Source: an optimization exercise on an open RTL-to-GDS flow (aim: small area). Production flows keep margins and buffers that such runs may drop. In this exercise RTL edits were held to simulation tests only and were not proved equivalent to the original. Power and IR drop assume default switching activity.

==> 02-09 <==
==> flow/design.v <==
module riscvCpu #(parameter PC_WIDTH = 32, INS_WIDTH = 32, REG_WIDTH = 32, IMMFULLWIDTH = 19, REG_ADDR_WIDTH = 5, TOTAL_REGS = 32) (
  input logic resetn,
  input logic clk,
  input logic [REG_WIDTH-1:0] regRdData1,
  input logic [REG_WIDTH-1:0] regRdData2,
  input logic [REG_WIDTH-1:0] memrdData,
  input logic [INS_WIDTH-1:0] InstrData,
  output logic [REG_ADDR_WIDTH-1:0] regWrAdr,
  output logic [REG_ADDR_WIDTH-1:0] regRdAdr1,
  output logic [REG_ADDR_WIDTH-1:0] regRdAdr2,
  output logic regWE,
  output logic [REG_WIDTH-1:0] regWrData,
  output logic [PC_WIDTH-1:0] memAdr,
  output logic [REG_WIDTH-1:0] memwrData,
  output logic memWE,
  output logic [PC_WIDTH-1:0] InstrAdr
);
  function automatic logic is_ctrl(input logic [6:0] op);
    is_ctrl = (op == 7'h63) || (op == 7'h6F) || (op == 7'h67);
  endfunction
  logic [31:0] pc;             
  logic [31:0] instr;          
  logic [31:0] ir;             
  logic [31:0] e_rs1, e_rs2;   
  logic [6:0]  e_op;
  logic [4:0]  e_rd, e_ra1, e_ra2;
  logic [2:0]  e_f3;
  logic [6:0]  e_f7;
  logic [31:0] m_res;          
  logic [31:0] badr;           
  logic        dobr;
  logic        m_ctrl, m_load, m_wr, m_fwd;
  logic [4:0]  m_rd;
  logic [31:0] w_val;          
  logic        w_wr;
  logic [4:0]  w_rd;
  logic        f0, f1, f2;     
  logic        d1, d2, d3;     
  logic [1:0]  e_n;            
  logic        e_j;            
  logic w_stall;
  always_comb
    w_stall = resetn && (is_ctrl(instr[6:0]) || is_ctrl(ir[6:0]) || is_ctrl(e_op) || m_ctrl);
  logic [31:0] pc_inc;
  always_comb begin : inc
    logic c;
    c = !is_jalr;
    pc_inc[1:0] = pc[1:0];
    for (int i = 2; i < 32; i++) begin
      pc_inc[i] = pc[i] ^ c;
      c = c & pc[i];
    end
  end
  assign InstrAdr = pc;
  always_ff @(posedge clk or negedge resetn)
    if (!resetn) pc <= 32'd0;
    else if (dobr) pc <= badr;
    else if (!w_stall) pc <= pc_inc;
  always_ff @(posedge clk) begin
    instr <= w_stall ? 32'h00000013 : InstrData;
    ir <= instr;
  end
  logic inc_now, ir_jal;
  assign inc_now = resetn && !dobr && !w_stall;
  assign ir_jal  = ir[6:0] == 7'h6F;
  always_ff @(posedge clk) begin
    f0 <= inc_now;
    f1 <= f0;
    f2 <= f1;
    d1 <= resetn && dobr;
    d2 <= d1;
    d3 <= d2;
    e_n <= ir_jal ? ({1'b0, f1} + {1'b0, f2}) : ({1'b0, inc_now} + {1'b0, f0} + {1'b0, f1});
    e_j <= d3;
  end
  assign regRdAdr1 = ir[19:15];
  assign regRdAdr2 = ir[24:20];
  logic [31:0] res;
  logic        fwd_next;
  logic [31:0] rs1_data, rs2_data;
  logic hE1, hM1, hW1, hE2, hM2, hW2;
  assign hE1 = (e_rd == ir[19:15]) && (e_rd != 5'd0);
  assign hM1 = (m_rd == ir[19:15]) && (m_rd != 5'd0);
  assign hW1 = (w_rd == ir[19:15]) && (w_rd != 5'd0);
  assign hE2 = (e_rd == ir[24:20]) && (e_rd != 5'd0);
  assign hM2 = (m_rd == ir[24:20]) && (m_rd != 5'd0);
  assign hW2 = (w_rd == ir[24:20]) && (w_rd != 5'd0);
  assign rs1_data = ({32{hE1 && fwd_next}} & res)
                  | ({32{!hE1 && hM1 && m_fwd}} & m_res)
                  | ({32{!hE1 && !hM1 && hW1 && w_wr}} & w_val)
                  | ({32{!hE1 && !hM1 && !hW1}} & regRdData1);
  assign rs2_data = ({32{hE2 && fwd_next}} & res)
                  | ({32{!hE2 && hM2 && m_fwd}} & m_res)
                  | ({32{!hE2 && !hM2 && hW2 && w_wr}} & w_val)
                  | ({32{!hE2 && !hM2 && !hW2}} & regRdData2);
  always_ff @(posedge clk or negedge resetn)
    if (!resetn) begin
      e_op <= 7'd0;
      e_rd <= 5'd0;
    end else begin
      e_op <= ir[6:0];
      e_rd <= ir[11:7];
    end
  always_ff @(posedge clk) begin
    e_rs1 <= rs1_data;
    e_rs2 <= rs2_data;
    e_ra1 <= ir[19:15];
    e_ra2 <= ir[24:20];
    e_f3  <= ir[14:12];
    e_f7  <= ir[31:25];
  end
  logic is_op, is_opi, is_auipc, is_lui, is_jal, is_jalr, is_br, is_ld, is_st;
  assign is_op    = e_op == 7'h33;
  assign is_opi   = e_op == 7'h13;
  assign is_auipc = e_op == 7'h17;
  assign is_lui   = e_op == 7'h37;
  assign is_jal   = e_op == 7'h6F;
  assign is_jalr  = e_op == 7'h67;
  assign is_br    = e_op == 7'h63;
  assign is_ld    = e_op == 7'h03;
  assign is_st    = e_op == 7'h23;
  logic [31:0] imm;
  logic        sS, sB, sU, sJ, sI, sgn;
  assign sS  = is_st;
  assign sB  = is_br;
  assign sU  = is_lui || is_auipc;
  assign sJ  = is_jal;
  assign sI  = !(sS || sB || sU || sJ);
  assign sgn = e_f7[6];
  assign imm[0]     = (sI & e_ra2[0]) | (sS & e_rd[0]);
  assign imm[4:1]   = ({4{sI || sJ}} & e_ra2[4:1]) | ({4{sS || sB}} & e_rd[4:1]);
  assign imm[10:5]  = {6{!sU}} & e_f7[5:0];
  assign imm[11]    = ((sI || sS) & sgn) | (sB & e_rd[0]) | (sJ & e_ra2[0]);
  assign imm[19:12] = ({8{sU || sJ}} & {e_ra1, e_f3}) | ({8{!(sU || sJ)}} & {8{sgn}});
  assign imm[30:20] = ({11{sU}} & {e_f7[5:0], e_ra2}) | ({11{!sU}} & {11{sgn}});
  assign imm[31]    = sgn;
  logic [31:0] opd1, opd2;
  assign opd1 = e_rs1;
  assign opd2 = e_rs2;
  logic [29:0] pcb_hi;
  logic [31:0] pc_back, base, tgt;
  bk_add #(30) u_back (.a(pc[31:2]), .b({28'hfffffff, ~e_n}), .cin(1'b1), .s(pcb_hi), .cout(), .p(), .g());
  assign pc_back = {pcb_hi, pc[1:0]};
  assign base = ({32{is_jalr || is_ld || is_st}} & opd1)
              | ({32{is_auipc || is_br || (is_jal && !e_j)}} & pc_back)
              | ({32{is_jal && e_j}} & badr);
  bk_add #(32) u_tgt (.a(base), .b(imm), .cin(1'b0), .s(tgt), .cout(), .p(), .g());
  assign memWE     = is_st;
  assign memwrData = opd2;
  assign memAdr    = (is_ld || is_st) ? tgt : 32'd0;
  logic        sub;
  logic [31:0] ain, bin, bx, sum, ap, ag;
  logic        cout, ult, eq, slt_s, btkn;
  assign ain = opd1;
  assign bin = ({32{is_op || is_br}} & opd2) | ({32{!(is_op || is_br)}} & tgt);
  assign sub = is_br || ((is_op || is_opi) &&
               ((e_f3 == 3'd0) ? (is_op && (e_f7 != 7'd0)) : (e_f3 == 3'd2 || e_f3 == 3'd3)));
  assign bx  = bin ^ {32{sub}};
  bk_add #(32) u_alu (.a(ain), .b(bx), .cin(sub), .s(sum), .cout(cout), .p(ap), .g(ag));
  assign ult   = !cout;
  assign eq    = &ap;
  assign slt_s = (ain[31] ^ bin[31]) ? ain[31] : ult;
  always_comb
    case (e_f3)
      3'd0: btkn = eq;
      3'd1: btkn = !eq;
      3'd4: btkn = slt_s;
      3'd5: btkn = !slt_s;
      3'd6: btkn = ult;
      3'd7: btkn = !ult;
      default: btkn = 1'b0;
    endcase
  logic        left;
  logic [4:0]  shamt;
  logic [31:0] shin, shout, shres;
  assign left  = (e_f3 == 3'd1);
  assign shamt = is_op ? opd2[4:0] : e_ra2;
  always_comb
    for (int i = 0; i < 32; i++) shin[i] = left ? ain[31-i] : ain[i];
  assign shout = shin >> shamt;
  always_comb
    for (int i = 0; i < 32; i++) shres[i] = shout[31-i];
  logic        alu_op, sel_sum, sel_shl, sel_shr, sel_lt, sel_p, sel_g, sel_pc;
  assign alu_op  = is_op || is_opi;
  assign sel_sum = is_auipc || (alu_op && e_f3 == 3'd0);
  assign sel_shl = alu_op && e_f3 == 3'd1;
  assign sel_shr = alu_op && e_f3 == 3'd5;
  assign sel_lt  = alu_op && (e_f3 == 3'd2 || e_f3 == 3'd3);
  assign sel_p   = alu_op && (e_f3 == 3'd4 || e_f3 == 3'd6);
  assign sel_g   = alu_op && (e_f3 == 3'd6 || e_f3 == 3'd7);
  assign sel_pc  = is_jal || is_jalr;
  always_comb begin
    res = ({32{sel_sum}} & sum) | ({32{sel_shl}} & shres) | ({32{sel_shr}} & shout)
        | ({32{sel_p}} & ap) | ({32{sel_g}} & ag) | ({32{sel_pc}} & pc_inc)
        | ({32{is_lui}} & imm);
    res[0] = res[0] | (sel_lt & ult);
  end
  assign fwd_next = is_op || is_opi || is_auipc || is_jalr || is_lui;
  always_ff @(posedge clk) begin
    m_res  <= res;
    m_fwd  <= fwd_next;
    m_load <= is_ld;
    m_wr   <= fwd_next || is_ld || is_jal;
    m_ctrl <= is_br || is_jal || is_jalr;
    m_rd   <= e_rd;
    dobr   <= is_jal || is_jalr || (is_br && btkn);
    if (is_br || is_jal || is_jalr) badr <= tgt;
    else if (dobr)                  badr <= pc;
  end
  always_ff @(posedge clk) begin
    w_val <= m_load ? memrdData : m_res;
    w_wr  <= m_wr;
    w_rd  <= m_rd;
  end
  assign regWE     = w_wr && (w_rd != 5'd0);
  assign regWrAdr  = w_rd;
  assign regWrData = w_val;
endmodule
module bk_add #(parameter W = 32) (
  input  logic [W-1:0] a,
  input  logic [W-1:0] b,
  input  logic         cin,
  output logic [W-1:0] s,
  output logic         cout,
  output logic [W-1:0] p,
  output logic [W-1:0] g
);
  logic [W-1:0] gg, pp;
  assign p = a ^ b;
  assign g = a & b;
  always_comb begin
    gg = g;
    pp = p;
    gg[0] = g[0] | (p[0] & cin);
    for (int k = 0; (1 << k) < W; k++)
      for (int i = (2 << k) - 1; i < W; i += (2 << k)) begin
        gg[i] = gg[i] | (pp[i] & gg[i - (1 << k)]);
        pp[i] = pp[i] & pp[i - (1 << k)];
      end
    for (int k = 4; k >= 0; k--)
      if ((3 << k) - 1 < W)
        for (int i = (3 << k) - 1; i < W; i += (2 << k)) begin
          gg[i] = gg[i] | (pp[i] & gg[i - (1 << k)]);
          pp[i] = pp[i] & pp[i - (1 << k)];
        end
  end
  assign s = p ^ {gg[W-2:0], cin};
  assign cout = gg[W-1];
endmodule
==> flow/flow/run.sh <==
#!/bin/bash
# Own layout flow: the standard ORFS flow (standard.sh) with these changes
# to how the layout is made:
#  * synthesis is the standard synthesis script with an area-oriented ABC
#    mapping script (flow/synth.tcl, flow/abc_area.script); registers are
#    unchanged;
#  * the input and output port buffers are the platform's smallest buffer
#    (sky130_fd_sc_hd__buf_1) instead of the delay buffer buffer_ports picks;
#  * clock tree synthesis inserts no dummy loads and builds the tree from
#    sky130_fd_sc_hd__clkbuf_8 buffers, in sink clusters of up to 16 within 50 um.
# make's full output goes to make_finish.log here; each ORFS step's log is
# copied here too.
set -euo pipefail
export FLOW_WORK="$PWD"
export FLOW_ABC_SCRIPT="$PWD/flow/abc_area.script"
bash standard.sh \
  "SYNTH_SCRIPT=$PWD/flow/synth.tcl" \
  "BUFFER_PORTS_ARGS=-buffer_cell sky130_fd_sc_hd__buf_1" \
  "CTS_ARGS=-sink_clustering_enable -repair_clock_nets -dont_use_dummy_load -buf_list sky130_fd_sc_hd__clkbuf_8 -sink_clustering_size 16 -sink_clustering_max_diameter 50" \
  finish > make_finish.log 2>&1
cp orfs/logs/sky130hd/riscvCpu/base/*.log . 2>/dev/null || true
==> flow/flow/abc_area.script <==
strash
&get -n
&st
&syn2
&dch -f
&nf -a
&put
topo
dnsize -c
==> flow/flow/synth.tcl <==
# The standard synthesis (synth_recipe.tcl, sourced unchanged), with one
# change: Yosys's abc pass maps the combinational logic with the
# area-oriented ABC script in abc_area.script instead of ORFS's script.
# Flip-flops are mapped before abc runs, so the registers, their names and
# their cell types are exactly those of the standard synthesis.
proc abc {args} {
  set i [lsearch -exact $args -script]
  if { $i >= 0 } {
    set args [lreplace $args [expr {$i + 1}] [expr {$i + 1}] $::env(FLOW_ABC_SCRIPT)]
  }
  yosys abc {*}$args
}
source $::env(FLOW_WORK)/synth_recipe.tcl
==> flow/standard.sh <==
#!/bin/bash
# synth_recipe.tcl (not shown) runs the flow's synth.tcl, then flattens the netlist and writes it again
# the make line also repeats each setting of config.mk as NAME=value (left out here)
make -C /OpenROAD-flow-scripts/flow DESIGN_CONFIG=/design/flow/config.mk WORK_HOME=/design/flow/orfs CLKGATE_MAP_FILE= SYNTH_SCRIPT=/design/flow/synth_recipe.tcl "${@:-finish}"
==> flow/config.mk <==
export PLATFORM = sky130hd
export DESIGN_NAME = riscvCpu
export DESIGN_NICKNAME = riscvCpu
export VERILOG_FILES = /design/flow/design.v
export SDC_FILE = /design/flow/constraint.sdc
export NUM_CORES = 4
export LEC_CHECK = 0
export CAP_MARGIN = 0
export CORE_MARGIN = 2
export CORE_UTILIZATION = 65
export SLEW_MARGIN = 0
==> flow/constraint.sdc <==
create_clock -name core_clock -period 9.0 [get_ports {clk}]
set_input_delay 1.8000 -clock core_clock [delete_from_list [all_inputs] [get_ports {clk}]]
set_output_delay 1.8000 -clock core_clock [all_outputs]
set_load 0.01 [all_outputs]
==> 05-10: changes against 02-09 <==
--- a/flow/design.v
+++ b/flow/design.v
@@ -38,6 +38,7 @@
   logic        d1, d2, d3;     
   logic [1:0]  e_n;            
   logic        e_j;            
+  logic is_op, is_opi, is_auipc, is_lui, is_jal, is_jalr, is_br, is_ld, is_st;
   logic w_stall;
   always_comb
     w_stall = resetn && (is_ctrl(instr[6:0]) || is_ctrl(ir[6:0]) || is_ctrl(e_op) || m_ctrl);
@@ -109,7 +110,6 @@
     e_f3  <= ir[14:12];
     e_f7  <= ir[31:25];
   end
-  logic is_op, is_opi, is_auipc, is_lui, is_jal, is_jalr, is_br, is_ld, is_st;
   assign is_op    = e_op == 7'h33;
   assign is_opi   = e_op == 7'h13;
   assign is_auipc = e_op == 7'h17;
@@ -228,21 +228,23 @@
   logic [W-1:0] gg, pp;
   assign p = a ^ b;
   assign g = a & b;
+  localparam int LOG = (W > 16) ? 5 : (W > 8) ? 4 : (W > 4) ? 3 : (W > 2) ? 2 : 1;
   always_comb begin
     gg = g;
     pp = p;
     gg[0] = g[0] | (p[0] & cin);
-    for (int k = 0; (1 << k) < W; k++)
-      for (int i = (2 << k) - 1; i < W; i += (2 << k)) begin
-        gg[i] = gg[i] | (pp[i] & gg[i - (1 << k)]);
-        pp[i] = pp[i] & pp[i - (1 << k)];
-      end
-    for (int k = 4; k >= 0; k--)
-      if ((3 << k) - 1 < W)
-        for (int i = (3 << k) - 1; i < W; i += (2 << k)) begin
+    for (int k = 0; k < LOG; k++)
+      for (int i = 0; i < W; i++)
+        if ((i % (2 << k)) == (2 << k) - 1) begin
           gg[i] = gg[i] | (pp[i] & gg[i - (1 << k)]);
           pp[i] = pp[i] & pp[i - (1 << k)];
         end
+    for (int k = LOG - 2; k >= 0; k--)
+      for (int i = 0; i < W; i++)
+        if ((i >= (3 << k) - 1) && ((i - ((3 << k) - 1)) % (2 << k)) == 0) begin
+          gg[i] = gg[i] | (pp[i] & gg[i - (1 << k)]);
+          pp[i] = pp[i] & pp[i - (1 << k)];
+        end
   end
   assign s = p ^ {gg[W-2:0], cin};
   assign cout = gg[W-1];
==> flow/flow/run.sh (replaced) <==
#!/bin/bash
# Own layout flow: the standard ORFS flow (standard.sh) with these changes
# to how the layout is made:
#  * synthesis is the standard synthesis script, but adders are not
#    extracted into adder cells and ABC maps with an area-oriented script
#    (flow/synth.tcl, flow/abc_area.script); registers are unchanged;
#  * the input and output port buffers are the platform's smallest buffer
#    (sky130_fd_sc_hd__buf_1) instead of the delay buffer buffer_ports picks;
#  * clock tree synthesis inserts no dummy loads and builds the tree from
#    sky130_fd_sc_hd__clkbuf_4 and _8 buffers, in sink clusters of up to 16
#    within 60 um.
# make's full output goes to make_finish.log here; each ORFS step's log is
# copied here too.
set -euo pipefail
export FLOW_WORK="$PWD"
export FLOW_ABC_SCRIPT="$PWD/flow/abc_area.script"
bash standard.sh \
  "SYNTH_SCRIPT=$PWD/flow/synth.tcl" \
  "BUFFER_PORTS_ARGS=-buffer_cell sky130_fd_sc_hd__buf_1" \
  "CTS_ARGS=-sink_clustering_enable -repair_clock_nets -dont_use_dummy_load -buf_list {sky130_fd_sc_hd__clkbuf_4 sky130_fd_sc_hd__clkbuf_8} -sink_clustering_size 16 -sink_clustering_max_diameter 60" \
  finish > make_finish.log 2>&1
cp orfs/logs/sky130hd/riscvCpu/base/*.log . 2>/dev/null || true
==> flow/flow/abc_area.script (replaced) <==
strash
dch
amap
topo
dnsize -c
==> flow/flow/synth.tcl (replaced) <==
# The standard synthesis (synth_recipe.tcl, sourced unchanged), with two
# changes to how the combinational logic is mapped: full and half adders are
# not extracted into the platform's adder cells (extract_fa does nothing), and
# Yosys's abc pass uses the area-oriented ABC script in abc_area.script instead
# of ORFS's script.
# Flip-flops are mapped before abc runs, so the registers, their names and
# their cell types are exactly those of the standard synthesis.
proc extract_fa {args} {
  puts "extract_fa: skipped, adders are mapped by abc"
}
proc abc {args} {
  set i [lsearch -exact $args -script]
  if { $i >= 0 } {
    set args [lreplace $args [expr {$i + 1}] [expr {$i + 1}] $::env(FLOW_ABC_SCRIPT)]
  }
  yosys abc {*}$args
}
source $::env(FLOW_WORK)/synth_recipe.tcl
CORE_UTILIZATION = 55   (was 65)
==> qor summary <==
quantity	02-09	05-10
Run status	no timing/DRC/antenna violations	complete, but fails checks
Reasons for failing layout checks	-	max-capacitance violations, max-slew violations, negative setup slack
N_taps	372	390
Vias post-DR	19100	21900
Met2 demand-to-capacity share in global routing	73.8%	71.1%
Simple-gate share of the synthesized area	14.4%	17.3%
Met1 global-route usage	62.5%	57.0%
Worst-case setup slack after placement	0.0440 ns	-1.07 ns
Tmin final	8.74 ns	9.35 ns
Slack of the critical path	0.262 ns	-0.351 ns
Power drawn by the combinational cells	1260 uW	1580 uW
Number of placed cells counting well taps	2630	3080
NonClk Buf Share	7.35%	17.1%
Cell type with the highest occurrence count on the critical path	ha_1	buf_4
Starting Density	66.4%	56.2%
Share of synthesized area occupied by flip-flops and latches	37.8%	40.6%
CP endpoint kind	register	output port
Number of buffers and inverters on the critical path	1	22
Total Power Consumption	3860 uW	4210 uW
Class of the most critical setup path	register to register	register to output port

[afterwards: timing with drivers on the ports]
The flow's constraints put no driver on any port. The routed layouts listed below were extracted and timed again, unchanged, in two steps.
Step 1 assumes that a clkbuf_16 drives the clock port and a buf_2 every other input.
Step 2 times the ports against the registers' clock, not the clock port: input delays grow and output delays shrink by t, the midpoint of the rising clock arrivals with the driver on.
Three values: ideal, step 1, step 2; two values: the first two.
| run | t, ns | setup WS [ns] | hold WS [ns] | slew at the worst register clock pin (ns) | pins driven straight from the clock port |
|---|---|---|---|---|---|
| 02-09 | 0.649 | 0.262 / 0.230 / 0.262 | 0.281 / 0.281 / 0.281 | 0.10 / 0.10 | 1 |
| 05-10 | 0.595 | -0.351 / -0.404 / -0.238 | 0.274 / 0.274 / 0.274 | 0.10 / 0.10 | 1 |
